What follows belongs to an exercise in optimizing a design on an open flow for small area; a production flow would make more cautious choices. In this exercise RTL edits were held to simulation tests only and were not proved equivalent to the original. The clock port is modelled as an ideal driver; clocking choices that lean on that would not hold on a real chip. Power figures rest on the tool's default switching activity, not on a simulated workload.

Setup of the reference run:
## top
module top(
    input clk,
    input rst,
    input spi_miso,
    output uart_tx,
    output spi_clk,
    output spi_cs,
    output spi_mosi,
    output led_green,
    output led_blue
);
    reg [3:0] pl;    
    reg [2:0] ph;    
    reg [2:0] s;     
    reg [4:0] u;     
    localparam [3:0] L4 = 4'd14, L9 = 4'd9;      
    localparam [2:0] H2 = 3'd3,  H4 = 3'd5;      
    localparam [4:0] U12 = 5'd5,  U24 = 5'd20;   
    wire pl9  = (pl == L9);
    wire pt   = (ph == H4) & pl9;                            
    wire rise = pt & (s == 3'd3);               
    wire tick = (ph == H2) & (pl == L4) & (u == U12);        
    wire oclk = s[2];                           
    always @(posedge clk) begin
        if (rst) begin
            pl <= 4'd0;
            ph <= 3'd0;
        end else begin
            pl <= pl9 ? 4'd0 : {pl[2:0], ~(pl[3] ^ pl[2])};
            if (pl9)
                ph <= (ph == H4) ? 3'd0 : {ph[1:0], ~(ph[2] ^ ph[1])};
        end
    end
    always @(posedge clk) begin
  ...
==> flow/config.mk <==
export PLATFORM = sky130hd
export DESIGN_NAME = top
export DESIGN_NICKNAME = top
export VERILOG_FILES = /design/flow/design.v
export SDC_FILE = /design/flow/constraint.sdc
export NUM_CORES = 4
export LEC_CHECK = 0
export CAP_MARGIN = 20
export CORE_MARGIN = 2
export CORE_UTILIZATION = 65
export SLEW_MARGIN = 20
==> flow/constraint.sdc <==
create_clock -name core_clock -period 30.0 [get_ports {clk}]
set_input_delay 6.0000 -clock core_clock [delete_from_list [all_inputs] [get_ports {clk}]]
set_output_delay 6.0000 -clock core_clock [all_outputs]
set_load 0.01 [all_outputs]
standard.sh (not shown) runs the stock make flow with config.mk's settings and CLKGATE_MAP_FILE= SYNTH_SCRIPT=/design/flow/synth_recipe.tcl, a recipe that flattens the netlist after the stock synthesis.
==> flow/flow/run.sh <==
#!/bin/bash
# Layout flow: the standard ORFS flow with these changes:
#  - synthesis maps the logic for area (flow/synth.tcl); registers unchanged,
#  - clock tree synthesis without dummy loads and with smaller clock buffers,
#  - the smallest buffer on the ports,
#  - cells on paths with slack downsized after clock tree synthesis.
# Each tool's output goes to the ORFS logs under orfs/logs; make's own output
# goes to synth_make.log and flow_make.log in the work folder.
set -euo pipefail
work=$(pwd)
here=$(cd "$(dirname "$0")" && pwd)
export CTS_ARGS="-sink_clustering_enable -repair_clock_nets -dont_use_dummy_load -buf_list sky130_fd_sc_hd__clkbuf_8"
export BUFFER_PORTS_ARGS="-buffer_cell sky130_fd_sc_hd__buf_1"
export POST_CTS_TCL="$here/post_cts.tcl"
make -C "$FLOW_HOME" DESIGN_CONFIG="$work/config.mk" WORK_HOME="$work/orfs" \
  CLKGATE_MAP_FILE= SYNTH_SCRIPT="$here/synth.tcl" synth > synth_make.log 2>&1
bash standard.sh finish > flow_make.log 2>&1
==> flow/flow/post_cts.tcl <==
# Downsize cells wherever the timing slack allows, then legalize again.
estimate_parasitics -placement
repair_timing -recover_power 100
detailed_placement
check_placement -verbose
==> flow/flow/synth.tcl <==
# The standard synthesis (synth_recipe.tcl), with one change: the logic is
# mapped by ABC with an area-oriented script, and adders are left to ABC
# instead of being mapped to adder cells first.  Registers are untouched.
proc synth {args} { yosys synth -nofsm -noshare {*}$args }
proc abc {args} {
  set out {}
  set skip 0
  foreach a $args {
    if {$skip} { set skip 0; continue }
    if {[lsearch {-script -D -constr} $a] >= 0} { set skip 1; continue }
    lappend out $a
  }
  yosys abc {*}$out -script "+strash;dc2;dch,-f;map,-a;mfs2,-a;strash;dc2;dch,-f;map,-a;mfs2,-a;strash;dch,-f;map,-a"
}
set ::env(ADDER_MAP_FILE) ""
source $::env(SCRIPTS_DIR)/synth.tcl
# left out here: clear keep_hierarchy, flatten, clean up, hide names made inside functions, write 1_2_yosys.v
Here is what was changed in the inputs of the trial run compared with the reference run.
--- a/flow/design.v
+++ b/flow/design.v
@@ -121,60 +121,65 @@
     wire data_bit = r1 ? 1'b0 :
                     (j == 5'd28) ? (b[0] & ~b[2]) :      
                     txd;
     assign uart_tx = b[3] ? data_bit : (b != 4'd7);
     always @(posedge clk) begin
         if (tick)
             txd <= nxt;
     end
     reg  [6:0]  d;       
     reg  [2:0]  r;       
     reg         pend;    
     reg         blue, green;
-    reg         wq;      
+    reg         wq, wp;  
     wire bits = rise && j >= 5'd8 && j <= 5'd15;      
     wire rd1  = bits && sg == READ1 && j != 5'd15;    
     wire rd2  = bits && sg == READ2;                  
     wire rdq  = rd2 && j >= 5'd10;                    
     wire post = pt && sg == READ2 && j == 5'd16 && s != 3'd3;  
     wire       dvb = rd2 ? spi_miso : d[6];
     wire [3:0] r4  = {r, dvb};
     wire       qb  = (r4 >= 4'd5);
     wire [3:0] rn  = qb ? r4 - 4'd5 : r4;
     reg  [3:0] ck;
     wire [3:0] cw = pl;
     reg  [1:0] xs;       
     wire xrev  = (xs == 2'd2);
     wire cend  = pl9;
     wire tend  = (ck == 4'd12) && cend;
-    wire wnow  = sg == READ2 && j >= 5'd11 && j <= 5'd16 && cend && (ck == 5'd23 - j);
+    wire wnow  = wp && cend && (ck == 5'd23 - j);
     always @(posedge clk) begin
         if (rd1 || post)
             d <= {d[5:0], rd1 ? spi_miso : qb};
         else if (xrev && cend && j[4])
             d <= {d[6], d[6:1]};
     end
     always @(posedge clk) begin
         if (rd2 || post)
             r <= rn[2:0];
         else if (sg != READ2)
             r <= 3'd0;
     end
     always @(posedge clk) begin
         if (rd2 && j == 5'd8)
             pend <= spi_miso;
     end
     always @(posedge clk) begin
-        if (rdq)
+        if (rst)
+            wp <= 1'b0;
+        else if (rdq) begin
             wq <= qb;
+            wp <= 1'b1;
+        end else if (wnow)
+            wp <= 1'b0;
     end
     reg  [129:0] ring;
     wire rin = xrev ? (j[4] ? ((cend && ck <= 4'd6) ? d[0] : ring[129])
                             : (cend ? 1'b0 : ring[128]))
                     : (wnow ? wq : (ring[129] & ~clr));
     always @(posedge clk) begin
         ring <= {ring[128:0], rin};
     end
     always @(posedge clk) begin
         if (rst) begin
             ck <= 4'd0;
             xs <= 2'd0;
## What came out
Number of nets in the final layout: the trial run higher than the reference run. Comparing the trial run against the reference run, there is no change at all in max-slew violation total from the final report. Changes observed in the trial run relative to the reference run: fraction of standard cell area that is sequential now sits lower, portion of total power attributed to sequential cells now sits at about the same level, power density relative to cell area now sits lower, die outline height now sits higher. Summary — ratio of cells with drive above 1 in the final layout, the trial run relative to the reference run: higher, by 0.26 points. The trial run reached the end of the flow, and the finished layout is clean on the timing, design-rule and antenna checks. Of the two candidates, the reference run has the better total chip power and the trial run the worse one. Summary of the trial run over the reference run: post-place instance area increased about 1.5%, final area increased 1.4%. The routed via count divided by cell count of the reference run and that of the trial run are within noise of each other. Higher post-route worst setup slack was reported by the reference run, not the trial run.

## separate check: timing with driven ports
In the flow no input, the clock included, has a driving cell. The finished layouts below were timed again as built, in two steps. Step 1 (the two cells are an assumption about what drives the block):
set clk [get_ports {clk}]
set_driving_cell -lib_cell sky130_fd_sc_hd__clkbuf_16 $clk
set_driving_cell -lib_cell sky130_fd_sc_hd__buf_2 [delete_from_list [all_inputs] $clk]
Step 2, shift: input delay + t, output delay - t, t = (earliest + latest rising clock arrival at the registers) / 2. This alone moves slack from input paths to output paths. a / b / c = ideal / step 1 / step 2; a / b = the first two.
run	t, ns	setup slack, ns	pins driven straight from the clock port
the reference run	0.457	21.843 / 21.810 / 21.940	1
the trial run	0.454	21.642 / 21.608 / 21.934	1
After both steps every run listed still meets setup and hold.
